From an optimization exercise on the open Yosys and OpenROAD flow, aimed at small area, a short achievable clock period and few clock cycles per item; shortcuts taken in it are not production practice.
Where RTL was checked, it was by simulation tests only, not by an equivalence proof against the original.
The RTL of run 2 was laid out without a check of its function.

==> flow/config.mk <==
export PLATFORM = sky130hd
export DESIGN_NAME = keccak
export DESIGN_NICKNAME = keccak
export VERILOG_FILES = /design/flow/design.v
export SDC_FILE = /design/flow/constraint.sdc
export NUM_CORES = 8
export LEC_CHECK = 0
export CAP_MARGIN = 50
export CORE_MARGIN = 2
export CORE_UTILIZATION = 30
export PLACE_DENSITY = 0.4
export SLEW_MARGIN = 50
==> flow/constraint.sdc <==
create_clock -name core_clock -period 10.0 [get_ports {clk}]
set_input_delay 2.0000 -clock core_clock [delete_from_list [all_inputs] [get_ports {clk}]]
set_output_delay 2.0000 -clock core_clock [all_outputs]
set_load 0.01 [all_outputs]
==> flow/design.v <==
module padder1 (in, byte_num, out);
  input      [63:0]  in;
  input      [2:0]   byte_num;
  output reg [63:0]  out;
  always @ (*)
    case (byte_num)
      0: out =             64'h0600000000000000;
      1: out = {in[63:56], 56'h06000000000000};
      2: out = {in[63:48], 48'h060000000000};
      3: out = {in[63:40], 40'h0600000000};
      4: out = {in[63:32], 32'h06000000};
      5: out = {in[63:24], 24'h060000};
      6: out = {in[63:16], 16'h0600};
      7: out = {in[63:8],   8'h06};
    endcase
endmodule
module padder #(
  parameter r       = 576,   
  parameter c       = 1024,  
  parameter d       = 512,   
  parameter BUF_SZ  = 9      
) (clk, reset, in, in_ready, is_last, byte_num, buffer_full, out, out_ready, f_ack);
    input                         clk, reset;
    input      [63:0]             in;
    input                         in_ready, is_last;
    input      [2:0]              byte_num;
    output                        buffer_full;  
    output reg [r-1:0]            out;          
    output                        out_ready;    
    input                         f_ack;        
    reg                           state;       
    reg                           done;         
    reg        [BUF_SZ-1:0]       i;            
    wire       [63:0]             v0;           
    reg        [63:0]             v1;           
    wire                          accept,       
                                  update;
    assign buffer_full = i[BUF_SZ-1];
    assign out_ready = buffer_full;
    assign accept = (~ state) & in_ready & (~ buffer_full);  
    assign update = (accept | (state & (~ buffer_full))) & (~ done);  
    always @ (posedge clk)
      if (reset)
        out <= 0;
      else if (update)
        out <= {out[0 +: (r - 64)], v1};
    always @ (posedge clk)
      if (reset)
        i <= 0;
      else if (f_ack | update)
        i <= {i[BUF_SZ-2:0], 1'b1} & {BUF_SZ{~ f_ack}};
    always @ (posedge clk)
      if (reset)
        state <= 0;
      else if (is_last)
        state <= 1;
    always @ (posedge clk)
      if (reset)
        done <= 0;
      else if (state & out_ready)
        done <= 1;
    padder1 p0 (in, byte_num, v0);
    always @ (*)
      begin
        if (state)
          begin
            v1 = 0;
            v1[7] = v1[7] | i[BUF_SZ-2];  
          end
        else if (is_last == 0)
          v1 = in;
        else
          begin
            v1 = v0;
            v1[7] = v1[7] | i[BUF_SZ-2];
          end
      end
endmodule
module rconst2in1(i, rc1, rc2);
    input  [11:0] i;
    output [63:0] rc1, rc2;
    reg    [63:0] rc1, rc2;
    always @ (i)
      begin
        rc1 = 0;
        rc1[0] = i[0] | i[2] | i[3] | i[5] | i[6] | i[7] | i[10] | i[11];
        rc1[1] = i[1] | i[2] | i[4] | i[6] | i[8] | i[9];
        rc1[3] = i[1] | i[2] | i[4] | i[5] | i[6] | i[7] | i[9];
        rc1[7] = i[1] | i[2] | i[3] | i[4] | i[6] | i[7] | i[10];
        rc1[15] = i[1] | i[2] | i[3] | i[5] | i[6] | i[7] | i[8] | i[9] | i[10];
        rc1[31] = i[3] | i[5] | i[6] | i[10] | i[11];
        rc1[63] = i[1] | i[3] | i[7] | i[8] | i[10];
      end
    always @ (i)
      begin
        rc2 = 0;
        rc2[0] = i[2] | i[3] | i[6] | i[7];
        rc2[1] = i[0] | i[5] | i[6] | i[7] | i[9];
        rc2[3] = i[3] | i[4] | i[5] | i[6] | i[9] | i[11];
        rc2[7] = i[0] | i[4] | i[6] | i[8] | i[10];
        rc2[15] = i[0] | i[1] | i[3] | i[7] | i[10] | i[11];
        rc2[31] = i[1] | i[2] | i[5] | i[9] | i[11];
        rc2[63] = i[1] | i[3] | i[6] | i[7] | i[8] | i[9] | i[10] | i[11];
      end
endmodule
module round2in1(in, round_const_1, round_const_2, out);
    input  [1599:0] in;
    input  [63:0]   round_const_1, round_const_2;
    output [1599:0] out;
    wire   [63:0]   a[4:0][4:0];
    wire   [63:0]   b[4:0];
    wire   [63:0]   c[4:0][4:0], d[4:0][4:0], e[4:0][4:0], f[4:0][4:0], g[4:0][4:0];
    wire   [63:0]   bb[4:0];
    wire   [63:0]   cc[4:0][4:0], dd[4:0][4:0], ee[4:0][4:0], ff[4:0][4:0], gg[4:0][4:0];
    genvar x, y;
    generate
      for(y=0; y<5; y=y+1)
        begin : L0
          for(x=0; x<5; x=x+1)
            begin : L1
              assign a[x][y] = in[1599 - 64*(5*y+x) : 1599 - 64*(5*y+x) - 63];
            end
        end
    endgenerate
    generate
      for(x=0; x<5; x=x+1)
        begin : L2
          assign b[x] = a[x][0] ^ a[x][1] ^ a[x][2] ^ a[x][3] ^ a[x][4];
        end
    endgenerate
    generate
      for(y=0; y<5; y=y+1)
        begin : L3
          for(x=0; x<5; x=x+1)
            begin : L4
              assign c[x][y] = a[x][y] ^ b[(x == 0 ? 4 : x - 1)] ^ {b[(x == 4 ? 0 : x + 1)][62:0], b[(x == 4 ? 0 : x + 1)][63]};
            end
        end
    endgenerate
    assign d[0][0] = c[0][0];
    assign d[1][0] = {c[1][0][62:0], c[1][0][63]};
    assign d[2][0] = {c[2][0][63-62:0], c[2][0][63:63-62+1]};
    assign d[3][0] = {c[3][0][63-28:0], c[3][0][63:63-28+1]};
    assign d[4][0] = {c[4][0][63-27:0], c[4][0][63:63-27+1]};
    assign d[0][1] = {c[0][1][63-36:0], c[0][1][63:63-36+1]};
    assign d[1][1] = {c[1][1][63-44:0], c[1][1][63:63-44+1]};
    assign d[2][1] = {c[2][1][63-6:0], c[2][1][63:63-6+1]};
    assign d[3][1] = {c[3][1][63-55:0], c[3][1][63:63-55+1]};
    assign d[4][1] = {c[4][1][63-20:0], c[4][1][63:63-20+1]};
    assign d[0][2] = {c[0][2][63-3:0], c[0][2][63:63-3+1]};
    assign d[1][2] = {c[1][2][63-10:0], c[1][2][63:63-10+1]};
    assign d[2][2] = {c[2][2][63-43:0], c[2][2][63:63-43+1]};
    assign d[3][2] = {c[3][2][63-25:0], c[3][2][63:63-25+1]};
    assign d[4][2] = {c[4][2][63-39:0], c[4][2][63:63-39+1]};
    assign d[0][3] = {c[0][3][63-41:0], c[0][3][63:63-41+1]};
    assign d[1][3] = {c[1][3][63-45:0], c[1][3][63:63-45+1]};
    assign d[2][3] = {c[2][3][63-15:0], c[2][3][63:63-15+1]};
    assign d[3][3] = {c[3][3][63-21:0], c[3][3][63:63-21+1]};
    assign d[4][3] = {c[4][3][63-8:0], c[4][3][63:63-8+1]};
    assign d[0][4] = {c[0][4][63-18:0], c[0][4][63:63-18+1]};
    assign d[1][4] = {c[1][4][63-2:0], c[1][4][63:63-2+1]};
    assign d[2][4] = {c[2][4][63-61:0], c[2][4][63:63-61+1]};
    assign d[3][4] = {c[3][4][63-56:0], c[3][4][63:63-56+1]};
    assign d[4][4] = {c[4][4][63-14:0], c[4][4][63:63-14+1]};
    assign e[0][0] = d[0][0];
    assign e[0][2] = d[1][0];
    assign e[0][4] = d[2][0];
    assign e[0][1] = d[3][0];
    assign e[0][3] = d[4][0];
    assign e[1][3] = d[0][1];
    assign e[1][0] = d[1][1];
    assign e[1][2] = d[2][1];
    assign e[1][4] = d[3][1];
    assign e[1][1] = d[4][1];
    assign e[2][1] = d[0][2];
    assign e[2][3] = d[1][2];
    assign e[2][0] = d[2][2];
    assign e[2][2] = d[3][2];
    assign e[2][4] = d[4][2];
    assign e[3][4] = d[0][3];
    assign e[3][1] = d[1][3];
    assign e[3][3] = d[2][3];
    assign e[3][0] = d[3][3];
    assign e[3][2] = d[4][3];
    assign e[4][2] = d[0][4];
    assign e[4][4] = d[1][4];
    assign e[4][1] = d[2][4];
    assign e[4][3] = d[3][4];
    assign e[4][0] = d[4][4];
    generate
      for(y=0; y<5; y=y+1)
        begin : L5
          for(x=0; x<5; x=x+1)
            begin : L6
              assign f[x][y] = e[x][y] ^ ((~ e[(x == 4 ? 0 : x + 1)][y]) & e[(x == 3 ? 0 : x == 4 ? 1 : x + 2)][y]);
            end
        end
    endgenerate
    generate
      for(x=0; x<64; x=x+1)
        begin : L60
          if(x==0 || x==1 || x==3 || x==7 || x==15 || x==31 || x==63)
            assign g[0][0][x] = f[0][0][x] ^ round_const_1[x];
          else
            assign g[0][0][x] = f[0][0][x];
        end
    endgenerate
    generate
      for(y=0; y<5; y=y+1)
        begin : L7
          for(x=0; x<5; x=x+1)
            begin : L8
              if(x!=0 || y!=0)
                assign g[x][y] = f[x][y];
            end
        end
    endgenerate
    generate
      for(x=0; x<5; x=x+1)
        begin : L12
          assign bb[x] = g[x][0] ^ g[x][1] ^ g[x][2] ^ g[x][3] ^ g[x][4];
        end
    endgenerate
    generate
      for(y=0; y<5; y=y+1)
        begin : L13
          for(x=0; x<5; x=x+1)
            begin : L14
              assign cc[x][y] = g[x][y] ^ bb[(x == 0 ? 4 : x - 1)] ^ {bb[(x == 4 ? 0 : x + 1)][62:0], bb[(x == 4 ? 0 : x + 1)][63]};
            end
        end
    endgenerate
    assign dd[0][0] = cc[0][0];
    assign dd[1][0] = {cc[1][0][62:0], cc[1][0][63]};
    assign dd[2][0] = {cc[2][0][63-62:0], cc[2][0][63:63-62+1]};
    assign dd[3][0] = {cc[3][0][63-28:0], cc[3][0][63:63-28+1]};
    assign dd[4][0] = {cc[4][0][63-27:0], cc[4][0][63:63-27+1]};
    assign dd[0][1] = {cc[0][1][63-36:0], cc[0][1][63:63-36+1]};
    assign dd[1][1] = {cc[1][1][63-44:0], cc[1][1][63:63-44+1]};
    assign dd[2][1] = {cc[2][1][63-6:0], cc[2][1][63:63-6+1]};
    assign dd[3][1] = {cc[3][1][63-55:0], cc[3][1][63:63-55+1]};
    assign dd[4][1] = {cc[4][1][63-20:0], cc[4][1][63:63-20+1]};
    assign dd[0][2] = {cc[0][2][63-3:0], cc[0][2][63:63-3+1]};
    assign dd[1][2] = {cc[1][2][63-10:0], cc[1][2][63:63-10+1]};
    assign dd[2][2] = {cc[2][2][63-43:0], cc[2][2][63:63-43+1]};
    assign dd[3][2] = {cc[3][2][63-25:0], cc[3][2][63:63-25+1]};
    assign dd[4][2] = {cc[4][2][63-39:0], cc[4][2][63:63-39+1]};
    assign dd[0][3] = {cc[0][3][63-41:0], cc[0][3][63:63-41+1]};
    assign dd[1][3] = {cc[1][3][63-45:0], cc[1][3][63:63-45+1]};
    assign dd[2][3] = {cc[2][3][63-15:0], cc[2][3][63:63-15+1]};
    assign dd[3][3] = {cc[3][3][63-21:0], cc[3][3][63:63-21+1]};
    assign dd[4][3] = {cc[4][3][63-8:0], cc[4][3][63:63-8+1]};
    assign dd[0][4] = {cc[0][4][63-18:0], cc[0][4][63:63-18+1]};
    assign dd[1][4] = {cc[1][4][63-2:0], cc[1][4][63:63-2+1]};
    assign dd[2][4] = {cc[2][4][63-61:0], cc[2][4][63:63-61+1]};
    assign dd[3][4] = {cc[3][4][63-56:0], cc[3][4][63:63-56+1]};
    assign dd[4][4] = {cc[4][4][63-14:0], cc[4][4][63:63-14+1]};
    assign ee[0][0] = dd[0][0];
    assign ee[0][2] = dd[1][0];
    assign ee[0][4] = dd[2][0];
    assign ee[0][1] = dd[3][0];
    assign ee[0][3] = dd[4][0];
    assign ee[1][3] = dd[0][1];
    assign ee[1][0] = dd[1][1];
    assign ee[1][2] = dd[2][1];
    assign ee[1][4] = dd[3][1];
    assign ee[1][1] = dd[4][1];
    assign ee[2][1] = dd[0][2];
    assign ee[2][3] = dd[1][2];
    assign ee[2][0] = dd[2][2];
    assign ee[2][2] = dd[3][2];
    assign ee[2][4] = dd[4][2];
    assign ee[3][4] = dd[0][3];
    assign ee[3][1] = dd[1][3];
    assign ee[3][3] = dd[2][3];
    assign ee[3][0] = dd[3][3];
    assign ee[3][2] = dd[4][3];
    assign ee[4][2] = dd[0][4];
    assign ee[4][4] = dd[1][4];
    assign ee[4][1] = dd[2][4];
    assign ee[4][3] = dd[3][4];
    assign ee[4][0] = dd[4][4];
    generate
      for(y=0; y<5; y=y+1)
        begin : L15
          for(x=0; x<5; x=x+1)
            begin : L16
              assign ff[x][y] = ee[x][y] ^ ((~ ee[(x == 4 ? 0 : x + 1)][y]) & ee[(x == 3 ? 0 : x == 4 ? 1 : x + 2)][y]);
            end
        end
    endgenerate
    generate
      for(x=0; x<64; x=x+1)
        begin : L160
          if(x==0 || x==1 || x==3 || x==7 || x==15 || x==31 || x==63)
            assign gg[0][0][x] = ff[0][0][x] ^ round_const_2[x];
          else
            assign gg[0][0][x] = ff[0][0][x];
        end
    endgenerate
    generate
      for(y=0; y<5; y=y+1)
        begin : L17
          for(x=0; x<5; x=x+1)
            begin : L18
              if(x!=0 || y!=0)
                assign gg[x][y] = ff[x][y];
            end
        end
    endgenerate
    generate
      for(y=0; y<5; y=y+1)
        begin : L99
          for(x=0; x<5; x=x+1)
            begin : L100
              assign out[1599 - 64*(5*y+x) : 1599 - 64*(5*y+x) - 63] = gg[x][y];
            end
        end
    endgenerate
endmodule
module f_permutation #(
  parameter r = 576,   
  parameter c = 1024,  
  parameter d = 512    
) (clk, resetn, in, in_ready, ack, out, out_ready);
    input                     clk, resetn;
    input      [r-1:0]        in;
    input                     in_ready;
    output                    ack;
    output reg [1599:0]       out;
    output reg                out_ready;
    reg        [10:0]         i;  
    wire       [1599:0]       round_in, round_out;
    wire       [63:0]         rc1, rc2;
    wire                      update;
    wire                      accept;
    reg                       calc;  
    reg                       ready_tick;
    assign accept = in_ready & (~ calc);  
    always @ (posedge clk)
      if (resetn) i <= 0;
      else       i <= {i[9:0], accept};
    always @ (posedge clk)
      if (resetn) calc <= 0;
      else       calc <= (calc & (~ i[10])) | accept;
    assign update = calc | accept;
    assign ack = accept;
    always @ (posedge clk)
      if (resetn) begin
        out_ready <= 0;
        ready_tick <= 0;
      end else if (accept)
        out_ready <= 0;
      else if (i[10] & ~ready_tick) begin  
        out_ready <= 1;
        ready_tick <= 1;
      end else begin
        out_ready <= 0;
        ready_tick <= 0;
      end
    assign round_in = accept ? {in ^ out[1599 -: r], out[0 +: c]} : out;
    rconst2in1
      rconst_ (
        .i({i, accept}), .rc1(rc1), .rc2(rc2)
      );
    round2in1
      round_ (
        .in(round_in), 
        .round_const_1(rc1), 
        .round_const_2(rc2), 
        .out(round_out)
      );
    always @ (posedge clk)
      if (resetn)
        out <= 0;
      else if (update)
        out <= round_out;
endmodule
module keccak #(
  parameter r       = 576,   
  parameter c       = 1024,  
  parameter d       = 512    
) (clk, reset, in, in_ready, is_last, byte_num, buffer_full, out, out_ready);
  input                 clk, reset;
  input       [63:0]    in;
  input                 in_ready, is_last;
  input       [2:0]     byte_num;
  output                buffer_full;         
  output      [d-1:0]   out;
  output reg            out_ready;
  reg                   state;              
  wire        [r-1:0]   padder_out,
                        padder_out_1;        
  wire                  padder_out_ready;
  wire                  f_ack;
  wire        [1599:0]  f_out;
  wire                  f_out_ready;
  wire        [d-1:0]   out1;                
  reg         [10:0]    i;                   
  genvar w, b;
  localparam OUTPUT_W = (d == 'd256) ? 4  : 8;   
  localparam PADDER_W = (d == 'd256) ? 17 : 9;   
  assign out1 = f_out[1599 -: d];
  always @ (posedge clk)
    if (reset)
      i <= 0;
    else
      i <= {i[9:0], state & f_ack};
  always @ (posedge clk)
    if (reset)
      state <= 0;
    else if (is_last)
      state <= 1;
  generate
    for(w=0; w<OUTPUT_W; w=w+1)
      begin : L0
        for(b=0; b<8; b=b+1)
          begin : L1
            assign out[(((w)*64 + (b)*8) + 7):((w)*64 + (b)*8)] = out1[(((w)*64 + (7-b)*8) + 7):((w)*64 + (7-b)*8)];
          end
      end
  endgenerate
  generate
    for(w=0; w<PADDER_W; w=w+1)
      begin : L2
        for(b=0; b<8; b=b+1)
          begin : L3
            assign padder_out[(((w)*64 + (b)*8) + 7):((w)*64 + (b)*8)] = padder_out_1[(((w)*64 + (7-b)*8) + 7):((w)*64 + (7-b)*8)];
          end
      end
  endgenerate
  always @ (posedge clk)
    if (reset)
      out_ready <= 0;
    else if (i[10])
      out_ready <= 1;
  padder #(.r(r), .c(c), .BUF_SZ(r/64))  
    padder_ (clk, reset, in, in_ready, is_last, byte_num, buffer_full, padder_out_1, padder_out_ready, f_ack);
  f_permutation #(.r(r), .c(c))
    f_permutation_ (clk, reset, padder_out, padder_out_ready, f_ack, f_out, f_out_ready);
endmodule
==> flow/run.sh <==
#!/bin/bash
# synth_recipe.tcl (not shown) runs the flow's synth.tcl, then flattens the netlist and writes it again
# the make line also repeats each setting of config.mk as NAME=value (left out here)
make -C /OpenROAD-flow-scripts/flow DESIGN_CONFIG=/design/flow/config.mk WORK_HOME=/design/flow/orfs CLKGATE_MAP_FILE= SYNTH_SCRIPT=/design/flow/synth_recipe.tcl finish
==> results.tsv, run 1 <==
metric	value	unit
floorplan.die.width	901	um
grt.total_usage	62.9	%
fin_worst_skew	109	ps
drt.antenna.violating_nets	0	
synth.distinct_cells	77	
post_layout_nonfiller_instances	35300	
synth-adder-area-share	0	%
worst_r2r_endpoint	f_permutation_.out[608]	
criticalPathCategory	reg2reg	
finish.instance_area	0.288	mm2
antenna_violations_before_repair	407	
htree_num_levels	5	
final_common_cell	nand2_1	
synth_area_leaders	xnor3_1 (32%), dfxtp_1 (18%), xnor2_1 (13%)	
fin_nets	23900	
drt_iter0_drc	47200	
setup_viol	0	
route.detailed.wl_per_inst	75.0	um
synth_xor_xnor_area_share	59.7	%
yosys-mux-area-fraction	0.0373	%
most_frequent_cells_in_the_layout	nand2_1 (3547), xnor2_1 (3071), xnor3_1 (2238)	
ctsResizeCount	0	
synthesis.instances	22900	
place.gp.congestion	1.28	
number_of_global_route_vias_before_repair	191000	
numCtsBuffers	322	
io_buffers	584	
grt_overflow_total	0	
path_clk_slew	60	ps
hold-path-endpoint	i[4]	
row_count	329	
synth-main-ff-cell	dfxtp_1	
drt-total-wl	2650000	um
seq_area_frac_synth	18.3	%
die_height	901	um
drc	0	
mappedNetlistArea	0.241	mm2
post-synth-top-area-cell	xnor3_1	
clock_sinks	2211	
clock_path_buffers	4	
cts_tree	yes	
worst-endpoint-arrival	9230	ps
finalHoldViolations	0	
period_share	82.4	%
die-area	0.812	mm2
synth-edff-count	0	
run_status	complete, no violations	
ys_ff_latch	2211	
route.vias.total	233000	
postSynthAreaPerCell	10.5	um2
achievable_frequency	121	MHz
dpl_cell_area	0.274	mm2
design.portCount	585	
clockRootBuffer	clkbuf_16	
clock_network_latency_to_the_later_pin_of_the_worst_skew_pair	1250	ps
critical_path.max_fanout	48	
grt_pass1_wl	3090000	um
dpl.cell_count	34100	
largest_family_of_logic_cells_by_synthesized_area	XOR/XNOR gates	
post-cts-setup-buffers	0	
ff2ff_path_depth	15	
fillers	79500	
drt_first_pass_iters	10	
rr_startpoint	padder_.i[8]	
netlist.area_leader.share	31.9	%
hold_path.class	reg2reg	
post_route_cells_drive_above_1_share	18.6	%
relSlewSlack	24.9	%
worst_hold_check_slack	441	ps
synthArstFlopShare	0	%
syn_to_final_growth	19.1	%
yosys.area_share.simple	12.5	%
synth_compound_area_share	5.73	%
core_region_area	0.802	mm2
timing.hold.worst.start	i[3]	
hold_buf_cts	0	
yosysWarningCount	6	
timing.reg2reg.setup_slack	1760	ps
period_needed	8240	ps
grt_setup_unrepaired	no	
worst_slew_pin_slew	1130	ps
finalMaxSlewViolations	0	
critical_path_required	10990	ps
worst_hold_path.num_cells	1	
worstSetupStartpointType	register	
number_of_max_capacitance_violations_reported	0	
endpoint_kind	register	
post_drt_via_cell_ratio	6.61	
hpwl	2330000	um
effective_utilization_at_floorplan	30.1	%
grt_max_degree	115	
-- layout make-up --
class | instances | area, um2 | area share, %
timing repair buffer | 2151 | 20000 | 6.94
inverter | 22 | 90.1 | 0.0313
tap | 10600 | 13300 | 4.61
multi-input combinational | 19100 | 197000 | 68.6
clock buffer | 444 | 9160 | 3.18
antenna | 608 | 1520 | 0.529
clock inverter | 133 | 1970 | 0.686
sequential | 2211 | 44300 | 15.4
-- state kept, by name (all words and copies together), names as in the netlist --
signal / cells
i: 11
f_permutation_.out: 1600
padder_.i: 9
out_ready: 1
padder_.done: 1
f_permutation_.i: 11
padder_.out: 576
padder_.state: 1
f_permutation_.calc: 1
-- worst max path at each step --
stage                     cells past startpoint                       end                start
after floorplan                              15  f_permutation_.out[1480]         padder_.i[8]
after global placement                       13   f_permutation_.out[930]  f_permutation_.calc
after detailed placement                     17  f_permutation_.out[1591]  f_permutation_.calc
after CTS                                    17  f_permutation_.out[1591]  f_permutation_.calc
after global routing                         17  f_permutation_.out[1591]  f_permutation_.calc
final                                        15   f_permutation_.out[608]         padder_.i[8]
-- synthesized netlist by cell type, types with 269 or more instances --
| cell | n |
|---|---|
| buf_2 | 269 |
| xnor3_1 | 3418 |
| nor2_1 | 1731 |
| a211oi_1 | 368 |
| clkbuf_1 | 645 |
| o21ai_0 | 1080 |
| nand2b_1 | 449 |
| dfxtp_1 | 2211 |
| nand2_1 | 3549 |
| xnor2_1 | 3492 |
| xor2_1 | 2027 |
| buf_4 | 596 |
| a21oi_1 | 613 |
| nor2b_1 | 522 |
| xor3_1 | 497 |
-- through the flow --
| step | utilization [%] | setup slack, ps | TNS [ps] |
|---|---|---|---|
| 6_report | 35.9 | 1760 | 0 |
| 5_1_grt | 35.7 | 2370 | 0 |
| 4_1_cts | 35.5 | 2290 | 0 |
| 3_5_place_dp | 34.2 | 2330 | 0 |
| 3_3_place_gp | 33.1 | -984 | -19770 |
| 2_1_floorplan | - | 5600 | 0 |
-- critical path, stage by stage (launching register included) --
cell	delay (ps)
dfxtp_4	610
nand2b_4	540
buf_12	390
buf_16	240
nor2_1	330
xnor3_4	730
xnor3_2	790
nor2b_1	300
xnor2_1	420
xor2_1	250
xor3_1	690
xnor3_2	700
nor2_1	410
xor2_2	640
buf_4	330
a211oi_1	100
-- cells by family after synthesis --
| logic type | count (synthesis) |
|---|---|
| AO/OA/AOI/OAI | 2414 |
| XOR/XNOR | 9775 |
| buffers and inverters | 1589 |
| flip-flops | 2211 |
| multiplexers | 9 |
| AND/OR/NAND/NOR | 6922 |
-- layer usage --
| layer | vias to the layer above | share of wire [%] | global-route usage [%] |
|---|---|---|---|
| li1 | 78200 | - | - |
| met1 | 120000 | 32 | 61.5 |
| met2 | 26300 | 36 | 79.5 |
| met3 | 8194 | 17 | 47.3 |
| met4 | 190 | 14 | 66.4 |
| met5 | - | 0.61 | 16.4 |
Testbench counts, summed over its fixed seeds: cycles 3,036, bytes 9,368.
==> inputs of run 2 (changes only) <==
==> flow/design.v (replaced) <==
module keccak (clk, reset, in, in_ready, is_last, byte_num, buffer_full, out, out_ready);
  input              clk, reset;
  input      [63:0]  in;
  input              in_ready, is_last;
  input      [2:0]   byte_num;
  output reg         buffer_full;
  output     [511:0] out;
  output reg         out_ready;
  reg  [63:0] st [0:24];       
  reg  [3:0]  cnt;             
  reg  [4:0]  rnd;             
  reg         perm;            
  reg         last;            
  wire        take = in_ready & ~buffer_full;
  wire [63:0] w_sw;
  reg  [63:0] w_pad;
  genvar gi;
  generate
    for (gi = 0; gi < 8; gi = gi + 1) begin : SW
      assign w_sw[8*gi +: 8] = in[63-8*gi -: 8];
    end
  endgenerate
  integer k;
  always @(*) begin
    for (k = 0; k < 8; k = k + 1)
      if (~is_last || k < byte_num)
        w_pad[8*k +: 8] = w_sw[8*k +: 8];
      else if (k == byte_num)
        w_pad[8*k +: 8] = 8'h06;
      else
        w_pad[8*k +: 8] = 8'h00;
  end
  function integer rotc(input integer i);
    case (i)
       0: rotc =  0;  1: rotc =  1;  2: rotc = 62;  3: rotc = 28;  4: rotc = 27;
       5: rotc = 36;  6: rotc = 44;  7: rotc =  6;  8: rotc = 55;  9: rotc = 20;
      10: rotc =  3; 11: rotc = 10; 12: rotc = 43; 13: rotc = 25; 14: rotc = 39;
      15: rotc = 41; 16: rotc = 45; 17: rotc = 15; 18: rotc = 21; 19: rotc =  8;
      20: rotc = 18; 21: rotc =  2; 22: rotc = 61; 23: rotc = 56; default: rotc = 14;
    endcase
  endfunction
  wire [63:0] c [0:4];
  wire [63:0] d [0:4];
  wire [63:0] th [0:24];
  wire [63:0] b [0:24];
  wire [63:0] ro [0:24];
  reg  [63:0] rc;
  genvar x, y;
  generate
    for (x = 0; x < 5; x = x + 1) begin : TC
      assign c[x] = st[x] ^ st[x+5] ^ st[x+10] ^ st[x+15] ^ st[x+20];
    end
    for (x = 0; x < 5; x = x + 1) begin : TD
      assign d[x] = c[(x+4)%5] ^ {c[(x+1)%5][62:0], c[(x+1)%5][63]};
    end
    for (y = 0; y < 5; y = y + 1) begin : RY
      for (x = 0; x < 5; x = x + 1) begin : RX
        assign th[x+5*y] = st[x+5*y] ^ d[x];
        if (rotc(x+5*y) == 0) begin : R0
          assign b[y+5*((2*x+3*y)%5)] = th[x+5*y];
        end else begin : RN
          assign b[y+5*((2*x+3*y)%5)] =
            {th[x+5*y][63-rotc(x+5*y):0], th[x+5*y][63:64-rotc(x+5*y)]};
        end
      end
    end
    for (y = 0; y < 5; y = y + 1) begin : CY
      for (x = 0; x < 5; x = x + 1) begin : CX
        if (x == 0 && y == 0) begin : I0
          assign ro[0] = b[0] ^ (~b[1] & b[2]) ^ rc;
        end else begin : IN
          assign ro[x+5*y] = b[x+5*y] ^ (~b[(x+1)%5+5*y] & b[(x+2)%5+5*y]);
        end
      end
    end
  endgenerate
  always @(*) begin
    rc = 64'd0;
    case (rnd)
       0: rc = 64'h0000000000000001;  1: rc = 64'h0000000000008082;
       2: rc = 64'h800000000000808A;  3: rc = 64'h8000000080008000;
       4: rc = 64'h000000000000808B;  5: rc = 64'h0000000080000001;
       6: rc = 64'h8000000080008081;  7: rc = 64'h8000000000008009;
       8: rc = 64'h000000000000008A;  9: rc = 64'h0000000000000088;
      10: rc = 64'h0000000080008009; 11: rc = 64'h000000008000000A;
      12: rc = 64'h000000008000808B; 13: rc = 64'h800000000000008B;
      14: rc = 64'h8000000000008089; 15: rc = 64'h8000000000008003;
      16: rc = 64'h8000000000008002; 17: rc = 64'h8000000000000080;
      18: rc = 64'h000000000000800A; 19: rc = 64'h800000008000000A;
      20: rc = 64'h8000000080008081; 21: rc = 64'h8000000000008080;
      22: rc = 64'h0000000080000001; 23: rc = 64'h8000000080008008;
      default: rc = 64'd0;
    endcase
  end
  generate
    for (gi = 0; gi < 25; gi = gi + 1) begin : ST
      always @(posedge clk)
        if (reset)
          st[gi] <= 64'd0;
        else if (perm)
          st[gi] <= ro[gi];
        else if (gi < 9) begin
          if (take && cnt == gi)
            st[gi] <= st[gi] ^ w_pad ^ ((gi == 8 && is_last) ? 64'h8000000000000000 : 64'd0);
          else if (gi == 8 && take && is_last)
            st[gi] <= st[gi] ^ 64'h8000000000000000;
        end
    end
  endgenerate
  always @(posedge clk)
    if (reset) begin
      cnt <= 0;
      rnd <= 0;
      perm <= 0;
      last <= 0;
      buffer_full <= 0;
      out_ready <= 0;
    end else if (perm) begin
      rnd <= rnd + 1'b1;
      if (rnd == 5'd23) begin
        rnd <= 0;
        perm <= 0;
        if (last)
          out_ready <= 1;
        else
          buffer_full <= 0;
      end
    end else if (take) begin
      if (is_last || cnt == 4'd8) begin
        cnt <= 0;
        perm <= 1;
        buffer_full <= 1;
        last <= is_last;
      end else
        cnt <= cnt + 1'b1;
    end
  generate
    for (gi = 0; gi < 64; gi = gi + 1) begin : OUT
      assign out[511-8*gi -: 8] = st[gi/8][8*(gi%8) +: 8];
    end
  endgenerate
endmodule
==> run 2 against run 1 <==
  * Still clean
  * Register-to-register slack improved by 4200 ps
  * Sequential cell count is 591 lower
  * Final area is 43% lower
  * Worst hold slack improved by 56 ps
  * Non-clock buffer count decreased by 1118
  * Via count fell by 49%
  * Critical path type is now reg2out
  * Critical endpoint is now out[90]
==> results.tsv, run 2 <==
metric	value	unit
worstPathBufferInverterCount	1	
route.vias.total	119000	
clockRootBuffer	clkbuf_16	
row_count	249	
ys_ff_latch	1620	
clock_path_buffers	4	
achievable_frequency	215	MHz
critPathLaunch	st[6][34]	
layout_utilization	35.6	%
hold_buf_cts	0	
drt_first_pass_iters	7	
max_flop_register	st	
yosysWarningCount	2	
post_drt_via_cell_ratio	5.99	
netlist.area_leader.share	27.0	%
endpoint_kind	output pin	
design.portCount	585	
worst_case_setup_slack_after_placement	4640	ps
die-area	0.466	mm2
finalHoldViolations	0	
grt.total_usage	45.9	%
final.setup.worst_slack	5340	ps
post-synth-top-area-cell	xnor3_1	
critical-path-max-stage-delay	900	ps
fillers	45500	
worst_r2r_endpoint	st[11][39]	
drc	0	
drt.antenna.violating_nets	0	
hpwl	926000	um
worst_hold_check_slack	497	ps
synth-edff-count	0	
crit_chain	clkdlybuf4s50_1	
ff2ff_path_depth	8	
run_status	complete, no violations	
setup_viol	0	
crit_slowest_cell	dfxtp_1	
synth_area_leaders	xnor3_1 (27%), dfxtp_1 (23%), xnor2_1 (11%)	
synthArstFlopShare	0	%
yosysMostFrequentCell	xnor2_1	
clock_sinks	1620	
cts_tree	yes	
fin_nets	13400	
largest_register_ffs	1600	
synthesis.instances	12800	
worstSetupStartpointType	register	
setup_crit_end	out[90]	
relSlewSlack	37.8	%
area.sequential	0.0324	mm2
path_delay_family	flip-flops	
timing.critical_path.depth	1	
route.detailed.wl_per_inst	55.6	um
synth.distinct_cells	69	
critical_path_required	8000	ps
ctsResizeCount	0	
effective_utilization_at_floorplan	30.1	%
criticalPathCategory	reg2out	
place.gp.congestion	1.11	
mappedNetlistArea	0.138	mm2
postSynthAreaPerCell	10.8	um2
worst-endpoint-arrival	2660	ps
seq_area_frac_synth	23.5	%
synth-main-ff-cell	dfxtp_1	
timing.reg2reg.setup_slack	5910	ps
fin_worst_skew	65.7	ps
post_route_cells_drive_above_1_share	13.2	%
numCtsBuffers	233	
htree_num_levels	4	
critical_path.max_fanout	4	
final_common_cell	xnor2_1	
number_of_max_capacitance_violations_reported	0	
clock_network_latency_to_the_later_pin_of_the_worst_skew_pair	1040	ps
path_clk_slew	60	ps
drt-total-wl	1100000	um
hold_path.class	reg2reg	
synth_common_cells	xnor2_1 (1702), xnor3_1 (1658), dfxtp_1 (1620)	
grt_overflow_total	0	
syn_to_final_growth	18.4	%
number_of_global_route_vias_before_repair	103000	
most_frequent_cells_in_the_layout	xnor2_1 (1687), dfxtp_1 (1608), nor2_1 (1472)	
floorplan.die.width	683	um
io_buffers	584	
worst_hold_path.num_cells	2	
finalMaxSlewViolations	0	
grt_setup_unrepaired	no	
antenna_violations_before_repair	192	
core_region_area	0.459	mm2
grt_max_degree	136	
grt_pass1_wl	1330000	um
fin_setup_tns	0	ps
rr_startpoint	perm	
post-cts-setup-buffers	0	
die_height	683	um
multi_input_comb_area	0.105	mm2
worst_slew_pin_slew	934	ps
period_needed	4660	ps
period_share	46.6	%
drt_iter0_drc	20000	
[run 2: through the flow]
step / instances / area [um2]
2_1_floorplan: 12800 / 138000
3_3_place_gp: 19200 / 152000
3_5_place_dp: 19200 / 155000
4_1_cts: 19700 / 163000
5_1_grt: 19700 / 163000
6_report: 19800 / 164000
[run 2: worst min-delay path by stage]
stage / slack, ps / start / endpoint
finish: 500 / out_ready / out_ready
global route: 520 / st[16][21] / st[16][21]
CTS: 510 / st[16][14] / st[16][14]
detailed placement: 500 / out_ready / out_ready
global placement: 490 / last / last
floorplan: 460 / last / last
[run 2: layer usage]
| layer | vias up | wire length [um] | part of all wire [%] | global-route usage (%) |
|---|---|---|---|---|
| met5 | - | 1730 | 0.16 | 0.876 |
| met4 | 66 | 117000 | 11 | 40.5 |
| met3 | 1889 | 139000 | 13 | 18.0 |
| met2 | 9211 | 430000 | 39 | 61.8 |
| met1 | 61200 | 415000 | 38 | 56.2 |
| li1 | 46300 | - | - | - |
[run 2: cell families (layout without fill, tap and decap cells)]
group                      count (synthesis)  after routing  synth area share [%]
AOI/OAI and AO/OA                       3054           3054                  13.7
xor gates and xnor gates                4287           4287                  50.0
adders and majority gates                 12             12                 0.109
buffers and inverters                    738           1477                  2.02
DFF                                     1620           1620                  23.5
muxes                                     12             12                0.0924
other                                      0            147                     0
and+or+nand+nor                         3069           3069                  10.5
[run 2: area by class of cell]
type / count / share of cell area, %
Timing Repair Buffer: 1033 / 6.36
Inverter: 11 / 0.0253
Multi-Input combinational cell: 10400 / 64.0
Sequential cell: 1620 / 19.8
Tap cell: 6149 / 4.70
Clock inverter: 76 / 0.480
Clock buffer: 357 / 4.31
Antenna cell: 147 / 0.225
[run 2: worst min-delay path: stages, from the launching register on]
cell and delay, ps:
dfxtp_1 340, a31oi_1 50, nor2_1 70
==> inputs of run 3 (changes only) <==
--- a/flow/design.v
+++ b/flow/design.v
@@ -1,3 +1,25 @@
+module kc_andn (b, c, y);
+  input  [63:0] b, c;
+  output [63:0] y;
+  assign y = ~b & c;
+endmodule
+module kc_and (s, w, y);
+  input         s;
+  input  [63:0] w;
+  output [63:0] y;
+  assign y = {64{s}} & w;
+endmodule
+module kc_xor (a, b, y);
+  input  [63:0] a, b;
+  output [63:0] y;
+  assign y = a ^ b;
+endmodule
+module kc_upd (perm, keep, r, q, d);
+  input         perm, keep;
+  input  [63:0] r, q;
+  output [63:0] d;
+  assign d = ({64{perm}} & r) | ({64{keep}} & q);
+endmodule
 module keccak (clk, reset, in, in_ready, is_last, byte_num, buffer_full, out, out_ready);
   input              clk, reset;
   input      [63:0]  in;
@@ -7,11 +29,48 @@
   output     [511:0] out;
   output reg         out_ready;
   reg  [63:0] st [0:24];       
-  reg  [3:0]  cnt;             
+  reg  [8:0]  ptr;             
   reg  [4:0]  rnd;             
   reg         perm;            
   reg         last;            
-  wire        take = in_ready & ~buffer_full;
+  reg  [24:0] perm_l;          
+  reg  [24:0] keep_l;          
+  wire end_blk = in_ready & (is_last | ptr[8]) & ~buffer_full;
+  wire end_prm = perm & (rnd == 5'd23);
+  wire perm_nx = ~reset & (perm ? ~end_prm : end_blk);
+  always @(posedge clk) begin
+    perm_l <= {25{perm_nx}};
+    keep_l <= {25{~reset & ~perm_nx}};
+  end
+  always @(posedge clk)
+    if (reset) begin
+      ptr <= 9'd1;
+      rnd <= 0;
+      perm <= 0;
+      last <= 0;
+      buffer_full <= 0;
+      out_ready <= 0;
+    end else begin
+      perm <= perm_nx;
+      if (perm) begin
+        rnd <= end_prm ? 5'd0 : rnd + 1'b1;
+        if (end_prm) begin
+          if (last)
+            out_ready <= 1;
+          else begin
+            buffer_full <= 0;
+            ptr <= 9'd1;
+          end
+        end
+      end else if (in_ready & ~buffer_full) begin
+        if (is_last | ptr[8]) begin
+          ptr <= 0;
+          buffer_full <= 1;
+          last <= is_last;
+        end else
+          ptr <= {ptr[7:0], 1'b0};
+      end
+    end
   wire [63:0] w_sw;
   reg  [63:0] w_pad;
   genvar gi;
@@ -30,6 +89,8 @@
       else
         w_pad[8*k +: 8] = 8'h00;
   end
+  wire [63:0] w8 = ({64{ptr[8]}} & w_pad) ^ {is_last, 63'd0};
+  wire [8:0]  sel = {in_ready & (ptr[8] | (is_last & ~buffer_full)), ptr[7:0] & {8{in_ready}}};
   function integer rotc(input integer i);
     case (i)
        0: rotc =  0;  1: rotc =  1;  2: rotc = 62;  3: rotc = 28;  4: rotc = 27;
@@ -43,19 +104,25 @@
   wire [63:0] d [0:4];
   wire [63:0] th [0:24];
   wire [63:0] b [0:24];
+  wire [63:0] ch [0:24];
   wire [63:0] ro [0:24];
+  wire [63:0] nx [0:24];
   reg  [63:0] rc;
   genvar x, y;
   generate
     for (x = 0; x < 5; x = x + 1) begin : TC
-      assign c[x] = st[x] ^ st[x+5] ^ st[x+10] ^ st[x+15] ^ st[x+20];
+      wire [63:0] p01, p23, p234;
+      kc_xor x01 (st[x], st[x+5], p01);
+      kc_xor x23 (st[x+10], st[x+15], p23);
+      kc_xor x234 (p23, st[x+20], p234);
+      kc_xor xc (p01, p234, c[x]);
     end
     for (x = 0; x < 5; x = x + 1) begin : TD
-      assign d[x] = c[(x+4)%5] ^ {c[(x+1)%5][62:0], c[(x+1)%5][63]};
+      kc_xor dx (c[(x+4)%5], {c[(x+1)%5][62:0], c[(x+1)%5][63]}, d[x]);
     end
     for (y = 0; y < 5; y = y + 1) begin : RY
       for (x = 0; x < 5; x = x + 1) begin : RX
-        assign th[x+5*y] = st[x+5*y] ^ d[x];
+        kc_xor tx (st[x+5*y], d[x], th[x+5*y]);
         if (rotc(x+5*y) == 0) begin : R0
           assign b[y+5*((2*x+3*y)%5)] = th[x+5*y];
         end else begin : RN
@@ -66,16 +133,18 @@
     end
     for (y = 0; y < 5; y = y + 1) begin : CY
       for (x = 0; x < 5; x = x + 1) begin : CX
+        wire [63:0] an;
+        kc_andn ax (b[(x+1)%5+5*y], b[(x+2)%5+5*y], an);
+        kc_xor cx (b[x+5*y], an, ch[x+5*y]);
         if (x == 0 && y == 0) begin : I0
-          assign ro[0] = b[0] ^ (~b[1] & b[2]) ^ rc;
+          assign ro[0] = ch[0] ^ rc;
         end else begin : IN
-          assign ro[x+5*y] = b[x+5*y] ^ (~b[(x+1)%5+5*y] & b[(x+2)%5+5*y]);
+          assign ro[x+5*y] = ch[x+5*y];
         end
       end
     end
   endgenerate
   always @(*) begin
-    rc = 64'd0;
     case (rnd)
        0: rc = 64'h0000000000000001;  1: rc = 64'h0000000000008082;
        2: rc = 64'h800000000000808A;  3: rc = 64'h8000000080008000;
@@ -94,46 +163,18 @@
   end
   generate
     for (gi = 0; gi < 25; gi = gi + 1) begin : ST
+      if (gi < 9) begin : RT
+        wire [63:0] h, m;
+        kc_upd u (perm_l[gi], keep_l[gi], ro[gi], st[gi], h);
+        kc_and a (sel[gi], gi == 8 ? w8 : w_pad, m);
+        kc_xor xi (h, m, nx[gi]);
+      end else begin : CP
+        kc_upd u (perm_l[gi], keep_l[gi], ro[gi], st[gi], nx[gi]);
+      end
       always @(posedge clk)
-        if (reset)
-          st[gi] <= 64'd0;
-        else if (perm)
-          st[gi] <= ro[gi];
-        else if (gi < 9) begin
-          if (take && cnt == gi)
-            st[gi] <= st[gi] ^ w_pad ^ ((gi == 8 && is_last) ? 64'h8000000000000000 : 64'd0);
-          else if (gi == 8 && take && is_last)
-            st[gi] <= st[gi] ^ 64'h8000000000000000;
-        end
+        st[gi] <= nx[gi];
     end
   endgenerate
-  always @(posedge clk)
-    if (reset) begin
-      cnt <= 0;
-      rnd <= 0;
-      perm <= 0;
-      last <= 0;
-      buffer_full <= 0;
-      out_ready <= 0;
-    end else if (perm) begin
-      rnd <= rnd + 1'b1;
-      if (rnd == 5'd23) begin
-        rnd <= 0;
-        perm <= 0;
-        if (last)
-          out_ready <= 1;
-        else
-          buffer_full <= 0;
-      end
-    end else if (take) begin
-      if (is_last || cnt == 4'd8) begin
-        cnt <= 0;
-        perm <= 1;
-        buffer_full <= 1;
-        last <= is_last;
-      end else
-        cnt <= cnt + 1'b1;
-    end
   generate
     for (gi = 0; gi < 64; gi = gi + 1) begin : OUT
       assign out[511-8*gi -: 8] = st[gi/8][8*(gi%8) +: 8];
--- a/flow/config.mk
+++ b/flow/config.mk
@@ -10,3 +10,4 @@
 export CORE_UTILIZATION = 30
 export PLACE_DENSITY = 0.4
 export SLEW_MARGIN = 50
+export SYNTH_HIERARCHICAL = 1
==> run 3 against run 2 <==
  * Final area up 2.6%
  * Via count down 16%
  * Count of clock-buffer cells in the layout down 2
  * Critical path depth unchanged
  * Sequential cell count up 7
  * Global-route usage down 0.84 points
  * Area after synthesis down 8.6%
  * Critical path type unchanged
==> results.tsv, run 3 <==
metric	value	unit
synth_compound_area_share	11.4	%
hold_buf_cts	0	
seq_area_frac_synth	25.8	%
synthesis.instances	11500	
die_height	653	um
critical_path.max_fanout	4	
floorplan.die.width	653	um
synth_xor_xnor_area_share	37.3	%
ys_ff_latch	1627	
hpwl	861000	um
path_clk_slew	60	ps
yosys-mux-area-fraction	0.0495	%
fin_nets	12900	
worst_hold_check_slack	469	ps
core_region_area	0.420	mm2
number_of_global_route_vias_before_repair	95600	
finalHoldViolations	0	
synth_common_cells	xor2_1 (5384), dfxtp_1 (1627), a22o_1 (1603)	
yosysWarningCount	9	
htree_num_levels	4	
grt_pass1_wl	1200000	um
synth_area_leaders	xor2_1 (37%), dfxtp_1 (26%), nor2b_4 (17%)	
synth.distinct_cells	62	
path_delay_family	flip-flops	
largest_family_of_logic_cells_by_synthesized_area	XOR/XNOR gates	
synth-adder-area-share	0.0792	%
antenna_violations_before_repair	64	
effective_utilization_at_floorplan	30.1	%
worstPathBufferInverterCount	1	
grt.total_usage	45.0	%
numCtsBuffers	230	
fin_setup_tns	0	ps
clockRootBuffer	clkbuf_16	
critical_path_required	8000	ps
endpoint_kind	output pin	
drt-total-wl	987000	um
crit_slowest_cell	dfxtp_1	
mappedNetlistArea	0.126	mm2
relSlewSlack	40.3	%
number_of_max_capacitance_violations_reported	0	
max_flop_register	st	
post-cts-setup-buffers	0	
hold_path.class	reg2reg	
synth-main-ff-cell	dfxtp_1	
synth-edff-count	0	
period_share	44.8	%
design.portCount	585	
finalMaxSlewViolations	0	
yosys.area_share.simple	21.8	%
row_count	238	
fin_worst_skew	60.9	ps
route.detailed.wl_per_inst	53.2	um
fillers	40300	
area.sequential	0.0326	mm2
criticalPathCategory	reg2out	
clock_network_latency_to_the_later_pin_of_the_worst_skew_pair	1030	ps
period_needed	4480	ps
grt_overflow_total	0	
drc	0	
cts_tree	yes	
ctsResizeCount	0	
timing.reg2reg.setup_slack	5800	ps
post_drt_via_cell_ratio	5.34	
route.vias.total	99100	
post_route_cells_drive_above_1_share	37.2	%
largest_register_ffs	1600	
worst-endpoint-arrival	2480	ps
setup_viol	0	
multi_input_comb_area	0.105	mm2
drt_iter0_drc	12100	
grt_setup_unrepaired	no	
run_status	complete, no violations	
critical-path-max-stage-delay	770	ps
die-area	0.426	mm2
postSynthAreaPerCell	11.0	um2
clock_path_buffers	4	
drt_first_pass_iters	5	
yosysMostFrequentCell	xor2_1	
worstSetupStartpointType	register	
netlist.area_leader.share	37.3	%
drt.antenna.violating_nets	0	
synthArstFlopShare	0	%
clock_sinks	1627	
final_common_cell	xor2_1	
grt_max_degree	119	
io_buffers	584	
crit_chain	clkdlybuf4s50_1	
syn_to_final_growth	32.8	%
place.gp.congestion	1.10	
post-synth-top-area-cell	xor2_1	
most_frequent_cells_in_the_layout	xor2_1 (4052), dfxtp_1 (1617), a22o_1 (1603)	
worst_slew_pin_slew	895	ps
achievable_frequency	223	MHz
## run 3: logic make-up after synthesis
kind of cell | after synthesis
XOR/XNOR | 5386
adder cells (fa/ha/maj) | 8
flip-flops | 1627
multiplexers | 4
AO/OA/AOI/OAI | 1660
buffers and inverters | 442
AND/OR/NAND/NOR | 2395
## run 3: cell type report
type                    instances  area share [%]
clock buffers                 355            4.16
inverters                      10          0.0239
flip-flops and latches       1627            19.4
repair buffers               1515            9.12
well taps                    5520            4.12
clock inverters                62           0.483
multi-input cells            9453            62.6
diodes                         19          0.0283
## run 3: worst paths after layout
path	start	endpoint	cells after the start
worst max-delay path	st[3][55]	out[271]	1
worst min-delay path	ptr[7]	ptr[7]	2
worst max register to register	st[12][26]	st[0][7]	12
worst min register to register	ptr[7]	ptr[7]	2
## run 3: per-stage QoR
step / worst slack, ps / area, um2 / util, % / instances
after floorplan: 6290 / 126000 / - / 11500
after global placement: 4780 / 148000 / 35.1 / 18000
after detailed placement: 5040 / 159000 / 37.9 / 18100
after CTS: 5480 / 167000 / 39.8 / 18500
after global routing: 5540 / 168000 / 39.9 / 18500
final: 5520 / 168000 / 40.0 / 18600
## run 3: per-module statistics from Yosys, one instance, submodules excluded
module	flip-flops and latches	cells inside	copies in the design	area (um2)
keccak	1627	1966	1	34700
kc_andn	0	64	25	881
kc_upd	0	78	25	718
kc_xor	0	64	84	561
kc_and	0	70	9	510
## run 3: routing by layer
metal	part of all wire [%]	track usage, %	up-vias
li1	-	-	39600
met1	39	54.7	53000
met3	9.8	14.7	1434
met2	42	66.1	5099
met5	0.0034	0	-
met4	9.3	33.7	6
Testbench counts of run 3, summed over its fixed seeds: cycles 5,495, bytes 9,368.
==> inputs of run 4 (changes only) <==
==> flow/config.mk (replaced) <==
export PLATFORM = sky130hd
export DESIGN_NAME = keccak
export DESIGN_NICKNAME = keccak
export VERILOG_FILES = /design/flow/design.v
export SDC_FILE = /design/flow/constraint.sdc
export NUM_CORES = 8
export LEC_CHECK = 0
export CAP_MARGIN = 20
export CORE_MARGIN = 2
export CORE_UTILIZATION = 55
export PLACE_DENSITY = 0.65
export SLEW_MARGIN = 20
export SYNTH_HIERARCHICAL = 1
==> run 4 against run 3 <==
  * Now fails the layout checks on max-capacitance violations, max-slew violations
  * Critical path depth rose by 7
  * Count of clock-buffer cells in the layout down 68
  * Synthesized cell count stayed put
  * Worst setup slack worse by 290 ps
  * Non-clock buffer count shrank 435
  * Critical path type is now reg2reg
==> results.tsv, run 4 <==
metric	value	unit
final.setup.worst_slack	5240	ps
max_flop_register	st	
dpl_cell_area	0.139	mm2
endpoint_kind	register	
worst-endpoint-arrival	5560	ps
finalMaxSlewViolations	4	
floorplan.die.width	483	um
period_needed	4760	ps
ff2ff_path_depth	8	
grt_pass1_wl	971000	um
hpwl	638000	um
grt.total_usage	63.0	%
drc	0	
clock_network_latency_to_the_later_pin_of_the_worst_skew_pair	920	ps
core_region_area	0.228	mm2
synth-edff-count	0	
yosysWarningCount	9	
die-area	0.234	mm2
yosys.area_share.simple	21.8	%
hold_path.class	reg2reg	
route.detailed.wl_per_inst	49.3	um
fin_setup_tns	0	ps
worstSetupStartpointType	register	
synth_area_leaders	xor2_1 (37%), dfxtp_1 (26%), nor2b_4 (17%)	
numCtsBuffers	194	
drt.antenna.violating_nets	0	
ctsResizeCount	0	
mappedNetlistArea	0.126	mm2
ys_ff_latch	1627	
worst_hold_path.num_cells	2	
hold_buf_cts	0	
check-failures	max-capacitance violations, max-slew violations	
timing.hold.worst.start	ptr[5]	
relSlewSlack	-0.589	%
post_route_cells_drive_above_1_share	28.4	%
synth-adder-area-share	0.0792	%
effective_utilization_at_floorplan	55.4	%
rr_startpoint	st[16][45]	
synthesis.instances	11500	
seq_area_frac_synth	25.8	%
die_height	483	um
worst_slew_pin_slew	1510	ps
path_clk_slew	60	ps
yosysMostFrequentCell	xor2_1	
postSynthAreaPerCell	11.0	um2
setup_viol	0	
post-cts-setup-buffers	0	
number_of_max_capacitance_violations_reported	3	
drt_first_pass_iters	10	
clockRootBuffer	clkbuf_16	
critical_path_required	10800	ps
post_drt_via_cell_ratio	6.68	
synthArstFlopShare	0	%
final_common_cell	xor2_1	
largest_register_ffs	1600	
layout_utilization	64.5	%
place.gp.congestion	1.33	
most_frequent_cells_in_the_layout	xor2_1 (4863), dfxtp_1 (1624), a22o_1 (1603)	
grt_setup_unrepaired	no	
grt_overflow_total	0	
syn_to_final_growth	16.4	%
synth_common_cells	xor2_1 (5384), dfxtp_1 (1627), a22o_1 (1603)	
netlist.area_leader.share	37.3	%
period_share	47.6	%
clock_path_buffers	3	
timing.reg2reg.setup_slack	5240	ps
worst_r2r_endpoint	st[16][60]	
synth_compound_area_share	11.4	%
cts_tree	yes	
io_buffers	584	
finalHoldViolations	0	
grt_max_degree	203	
synth.distinct_cells	62	
htree_num_levels	4	
antenna_violations_before_repair	39	
largest_family_of_logic_cells_by_synthesized_area	XOR/XNOR gates	
hold-path-endpoint	ptr[6]	
drt_iter0_drc	18500	
yosys-mux-area-fraction	0.0495	%
fin_worst_skew	41.9	ps
row_count	175	
fin_nets	12400	
synth_xor_xnor_area_share	37.3	%
criticalPathCategory	reg2reg	
clock_sinks	1627	
run_status	complete, but fails checks	
design.portCount	585	
critical_path.max_fanout	5	
worst_case_setup_slack_after_placement	4860	ps
drt-total-wl	767000	um
synth-main-ff-cell	dfxtp_1	
achievable_frequency	210	MHz
post-synth-top-area-cell	xor2_1	
route.vias.total	104000	
finish.instance_area	0.147	mm2
number_of_global_route_vias_before_repair	95000	
## run 4: cell count changes in the layout (fill, tap and decap cells not counted), moves of 9 or more
cell,previous run,this run
xor2_1,4052,4863
xor2_4,504,63
xor2_2,828,458
buf_4,774,477
buf_16,96,2
clkbuf_16,235,199
clkbuf_1,56,33
buf_12,35,15
buf_6,21,2
clkbuf_8,65,55
diode_2,19,10
## run 4: worst max-delay path: stages, from the launching register on
cell and delay (ps):
dfxtp_1 400, xor2_1 850, xor2_1 260, xor2_1 390
xor2_1 910, xor2_1 1150, nor2b_4 340, xor2_1 80
a22o_1 280
## run 4: per-layer routing
layer / vias to the layer above / global-route usage, % / routed length, um
li1: 39200 / - / -
met1: 52100 / 64.8 / 245000
met2: 9430 / 81.0 / 277000
met3: 3162 / 42.0 / 135000
met4: 60 / 64.8 / 104000
met5: - / 14.5 / 5150
## run 4: area by class of cell
type                       instances  area [um2]
multi-input combinational       9453       94000
tap                             3009        3760
clock buffer                     287        5860
sequential                      1627       32600
clock inverter                    77        1020
antenna                           10        25.0
timing repair buffer            1080        9790
fill                           18200       80800
inverter                          10        40.0
## run 4: worst max path at each step
| stage | to | depth (start not counted) | from |
|---|---|---|---|
| finish | st[16][60] | 8 | st[16][45] |
| global route | st[22][37] | 9 | st[17][34] |
| CTS | st[22][37] | 9 | st[17][34] |
| detailed placement | st[8][9] | 9 | byte_num[1] |
| global placement | st[8][10] | 9 | byte_num[1] |
| floorplan | rc[3] | 8 | reset |
## run 4: logic make-up (layout without fill, tap and decap cells)
logic type	Yosys count	after routing
flops	1627	1627
simple gates	2395	2395
other cells	0	10
fa+ha+maj	8	8
buf+inv	442	1454
xor+xnor	5386	5386
mux	4	4
compound gates	1660	1660
## run 4: modules after synthesis (local to each module, per instance)
| module | cells | flops+latches |
|---|---|---|
| kc_andn | 64 | 0 |
| kc_upd | 78 | 0 |
| kc_and | 70 | 0 |
| kc_xor | 64 | 0 |
| keccak | 1966 | 1627 |
## run 4: per-stage QoR
stage | instances | hold WS (ps)
2_1_floorplan | 11500 | 441
3_3_place_gp | 15200 | 469
3_5_place_dp | 15200 | 479
4_1_cts | 15500 | 489
5_1_grt | 15500 | 520
6_report | 15600 | 489
==> inputs of run 5 (changes only) <==
--- a/flow/design.v
+++ b/flow/design.v
@@ -35,12 +35,14 @@
   reg         last;            
   reg  [24:0] perm_l;          
   reg  [24:0] keep_l;          
+  reg         rst_r;           
   wire end_blk = in_ready & (is_last | ptr[8]) & ~buffer_full;
   wire end_prm = perm & (rnd == 5'd23);
   wire perm_nx = ~reset & (perm ? ~end_prm : end_blk);
   always @(posedge clk) begin
     perm_l <= {25{perm_nx}};
-    keep_l <= {25{~reset & ~perm_nx}};
+    keep_l <= {{16{~reset & ~perm_nx}}, ~perm_nx, {7{~reset & ~perm_nx}}, ~perm_nx};
+    rst_r <= reset;
   end
   always @(posedge clk)
     if (reset) begin
@@ -135,12 +137,14 @@
       for (x = 0; x < 5; x = x + 1) begin : CX
         wire [63:0] an;
         kc_andn ax (b[(x+1)%5+5*y], b[(x+2)%5+5*y], an);
-        kc_xor cx (b[x+5*y], an, ch[x+5*y]);
         if (x == 0 && y == 0) begin : I0
-          assign ro[0] = ch[0] ^ rc;
+          wire [63:0] bi;
+          kc_xor ix (b[0], rc, bi);     
+          kc_xor cx (bi, an, ch[0]);
         end else begin : IN
-          assign ro[x+5*y] = ch[x+5*y];
+          kc_xor cx (b[x+5*y], an, ch[x+5*y]);
         end
+        assign ro[x+5*y] = ch[x+5*y];
       end
     end
   endgenerate
@@ -163,11 +167,17 @@
   end
   generate
     for (gi = 0; gi < 25; gi = gi + 1) begin : ST
-      if (gi < 9) begin : RT
-        wire [63:0] h, m;
-        kc_upd u (perm_l[gi], keep_l[gi], ro[gi], st[gi], h);
+      if (gi == 0 || gi == 8) begin : R0
+        wire [63:0] qm, m, xw;
+        kc_and a0 (~rst_r, st[gi], qm);
         kc_and a (sel[gi], gi == 8 ? w8 : w_pad, m);
-        kc_xor xi (h, m, nx[gi]);
+        kc_xor xi (qm, m, xw);
+        kc_upd u (perm_l[gi], keep_l[gi], ro[gi], xw, nx[gi]);
+      end else if (gi < 9) begin : RT
+        wire [63:0] m, xw;
+        kc_and a (sel[gi], gi == 8 ? w8 : w_pad, m);
+        kc_xor xi (st[gi], m, xw);
+        kc_upd u (perm_l[gi], keep_l[gi], ro[gi], xw, nx[gi]);
       end else begin : CP
         kc_upd u (perm_l[gi], keep_l[gi], ro[gi], st[gi], nx[gi]);
       end
==> flow/flow/run.sh (new file) <==
#!/bin/bash
# Own layout flow: the standard flow (standard.sh) with these changes:
#  1. after the standard synthesis, every combinational cell is set to its
#     smallest drive strength (downsize.tcl); the repair steps size up what
#     timing, slew and capacitance need;
#  2. the repair steps aim at a setup slack margin (SETUP_MARGIN below);
#  3. the port buffers are plain buffers (buf_2) instead of delay cells.
# Each tool's output goes to a log file of its own in this folder.
set -euo pipefail
HERE=$(pwd)
SETUP_MARGIN=${SETUP_MARGIN:-6.3}
PORT_BUF=${PORT_BUF:-sky130_fd_sc_hd__buf_2}
R=$HERE/orfs/results/$FLOW_PLATFORM/keccak/base

bash standard.sh synth > log_1_synth.txt 2>&1

ODB_IN=$R/1_synth.odb ODB_OUT=$R/1_synth.odb \
  openroad -no_init -exit flow/downsize.tcl > log_1b_downsize.txt 2>&1

bash standard.sh SETUP_SLACK_MARGIN=$SETUP_MARGIN \
  "BUFFER_PORTS_ARGS=-buffer_cell $PORT_BUF" finish > log_2_layout.txt 2>&1
==> flow/flow/downsize.tcl (new file) <==
# Set every combinational cell of the synthesized netlist to the smallest
# drive strength of its function; the later repair steps size up what the
# timing and slew limits need. Registers, ties and taps are left alone.
read_db $::env(ODB_IN)
set db [ord::get_db]
set block [ord::get_db_block]
set dont_use [list]
if {[info exists ::env(DONT_USE_CELLS)]} { set dont_use $::env(DONT_USE_CELLS) }
set n 0
set saved 0.0
foreach inst [$block getInsts] {
  set m [$inst getMaster]
  set name [$m getName]
  if {![regexp {^(sky130_fd_sc_hd__)([a-z0-9]+)_([0-9]+)$} $name -> pfx base sz]} { continue }
  if {[regexp {^(df|edf|sdf|sedf|dl|conb|tap|decap|fill|diode|clk)} $base]} { continue }
  foreach s {0 1 2} {
    if {$s >= $sz} { break }
    set cand "${pfx}${base}_${s}"
    if {[lsearch -exact $dont_use $cand] >= 0} { continue }
    set cm [$db findMaster $cand]
    if {$cm == "NULL" || $cm == ""} { continue }
    set saved [expr {$saved + ([$m getWidth] - [$cm getWidth]) * [$m getHeight] / 1e6}]
    $inst swapMaster $cm
    incr n
    break
  }
}
puts "downsize: swapped $n instances, area saved [format %.1f $saved] um^2"
write_db $::env(ODB_OUT)
==> flow/standard.sh (new file) <==
#!/bin/bash
# synth_recipe.tcl (not shown) runs the flow's synth.tcl, then flattens the netlist and writes it again
# the make line also repeats each setting of config.mk as NAME=value (left out here)
make -C /OpenROAD-flow-scripts/flow DESIGN_CONFIG=/design/flow/config.mk WORK_HOME=/design/flow/orfs CLKGATE_MAP_FILE= SYNTH_SCRIPT=/design/flow/synth_recipe.tcl "${@:-finish}"
==> flow/config.mk (replaced) <==
export PLATFORM = sky130hd
export DESIGN_NAME = keccak
export DESIGN_NICKNAME = keccak
export VERILOG_FILES = /design/flow/design.v
export SDC_FILE = /design/flow/constraint.sdc
export NUM_CORES = 8
export LEC_CHECK = 0
export CAP_MARGIN = 35
export CORE_MARGIN = 2
export CORE_UTILIZATION = 40
export PLACE_DENSITY = 0.55
export SLEW_MARGIN = 35
export SYNTH_HIERARCHICAL = 1
removed: flow/run.sh
==> run 5 against run 4 <==
  * Now clean on timing, DRC and antenna
  * First-iteration DRC count fell by 4.9%
  * Die area is 22% higher
  * Synthesized cell count increased by 1.8%
  * Final cell count rose by 7.7%
  * Final area fell by 4.5%
  * Area after synthesis is 11% lower
  * Routed wire length up 10%
  * Sequential share of layout area increased by 1.3 points
  * Register-to-register slack improved by 750 ps
  * Via count up 2.7%
==> results.tsv, run 5 <==
metric	value	unit
most_frequent_cells_in_the_layout	xor2_1 (4595), nor2b_1 (1611), a22o_1 (1603)	
dpl.cell_count	16200	
critical_path.max_fanout	5	
io_buffers	584	
worst_slew_pin_slew	1220	ps
path_clk_slew	60	ps
endpoint_kind	register	
criticalPathCategory	reg2reg	
fin_worst_skew	41.4	ps
number_of_max_capacitance_violations_reported	0	
number_of_global_route_vias_before_repair	96700	
place.gp.congestion	1.25	
relSlewSlack	18.9	%
postSynthAreaPerCell	9.58	um2
floorplan.die.width	534	um
post_drt_via_cell_ratio	6.37	
drt-total-wl	846000	um
hpwl	705000	um
largest_register_ffs	1600	
timing.reg2reg.setup_slack	5990	ps
grt.busiest_layer	met2	
core_region_area	0.279	mm2
grt_overflow_total	0	
dpl_cell_area	0.130	mm2
final_common_cell	xor2_1	
design.portCount	585	
cts_tree	yes	
grt.total_usage	57.0	%
post_layout_nonfiller_instances	16800	
rr_startpoint	st[13][47]	
clock_sinks	1629	
drt_iter0_drc	17600	
die_height	534	um
numCtsBuffers	207	
worstSetupStartpointType	register	
yosysWarningCount	9	
finish.instance_area	0.141	mm2
finalHoldViolations	0	
hold_path.class	reg2reg	
grt_use_met2	74.5	%
drt.antenna.violating_nets	0	
grt_max_degree	187	
clockRootBuffer	clkbuf_16	
row_count	194	
max_flop_register	st	
grt_pass1_wl	1050000	um
finalMaxSlewViolations	0	
hold_buf_cts	0	
critical_path_required	10890	ps
route.detailed.wl_per_inst	50.5	um
post_route_cells_drive_above_1_share	19.8	%
layout_utilization	50.3	%
fin_nets	12800	
run_status	complete, no violations	
die-area	0.285	mm2
synthesis.instances	11700	
mappedNetlistArea	0.112	mm2
syn_to_final_growth	25.2	%
route.vias.total	107000	
period_share	40.1	%
gr-usage-met1	60.4	%
clock_path_buffers	4	
worst_hold_path.num_cells	2	
achievable_frequency	249	MHz
antenna_violations_before_repair	148	
period_needed	4010	ps
worst_r2r_endpoint	st[11][55]	
drt_first_pass_iters	8	
worst-endpoint-arrival	4900	ps
setup_viol	0	
fin_setup_tns	0	ps
timing.hold.worst.start	ptr[3]	
hold-path-endpoint	ptr[3]	
clock_network_latency_to_the_later_pin_of_the_worst_skew_pair	960	ps
ff2ff_path_depth	8	
htree_num_levels	4	
grt_use_met3	34.8	%
drc	0	
grt_setup_unrepaired	yes	
effective_utilization_at_floorplan	40.2	%
[run 5: repair_timing]
action,in CTS,in global routing
setup endpoints to repair,371,246
resized for setup,289,101
setup buffers,6,11
pin swaps,3,16
[run 5: how the worst max path moves through the flow]
stage	depth (start not counted)	from	end	slack, ps
2_1_floorplan	8	byte_num[1]	st[5][0]	6320
5_1_grt	8	st[14][1]	st[20][57]	6180
3_3_place_gp	9	is_last	st[8][52]	4800
6_report	8	st[13][47]	st[11][55]	5990
4_1_cts	8	st[12][50]	st[24][41]	6160
3_5_place_dp	9	is_last	st[8][45]	4900
[run 5: worst max-delay path, stage by stage (launching register included)]
cell,delay [ps]
dfxtp_1,460
xor2_1,300
xor2_1,430
xor2_1,370
xor2_2,540
xor2_1,830
nor2b_1,280
xor2_1,490
a22o_1,230
[run 5: per-layer routing]
metal	part of all wire, %	routed length (um)
met1	33	279000
met2	37	314000
met3	17	140000
met4	13	110000
met5	0.29	2440
[run 5: stage by stage]
step | setup slack (ps) | hold WS [ps]
detailed placement | 4900 | 470
global placement | 4800 | 450
global route | 6180 | 503
floorplan | 6320 | 441
CTS | 6160 | 477
finish | 5990 | 484
[run 5: final cells by class]
cell class	instances	area, um2
timing repair buffer	1132	7600
tap	3724	4660
clock buffer	326	6340
antenna	181	453
clock inverter	51	577
multi-input combinational	9695	88000
sequential	1629	32900
inverter	12	47.5
fill	25400	139000
Testbench counts of run 5, summed over its fixed seeds: cycles 5,495, bytes 9,368.

## separate check: timing with driven ports
No port has a modelled driver above. Below, the same layouts with a new extraction and two added sets of constraints. Step 1 sets driving cells, clkbuf_16 on the clock port and buf_2 on the other inputs (assumed; they add their load-dependent delay and slew). Step 2, shift: input delay + t, output delay - t, t = (earliest + latest rising clock arrival at the registers) / 2. This alone moves slack from input paths to output paths. a / b / c = ideal ports / drivers / drivers and shift; a / b = the first two.
run	t, ns	setup WS [ns]	worst setup path at the end	pins driven straight from the clock port
run 1	1.361	1.759 / 1.759 / 1.759	register to register	1
run 2	1.139	5.344 / 5.214 / 4.470	input to register	1
run 3	1.122	5.523 / 5.402 / 4.901	input to register	1
run 4	1.011	5.237 / 5.237 / 4.693	input to register	1
run 5	1.063	5.991 / 5.991 / 5.123	input to register	1
For run 2, which loses most, drivers alone change the setup slack by -0.130 ns; drivers and shift together by -0.874 ns.
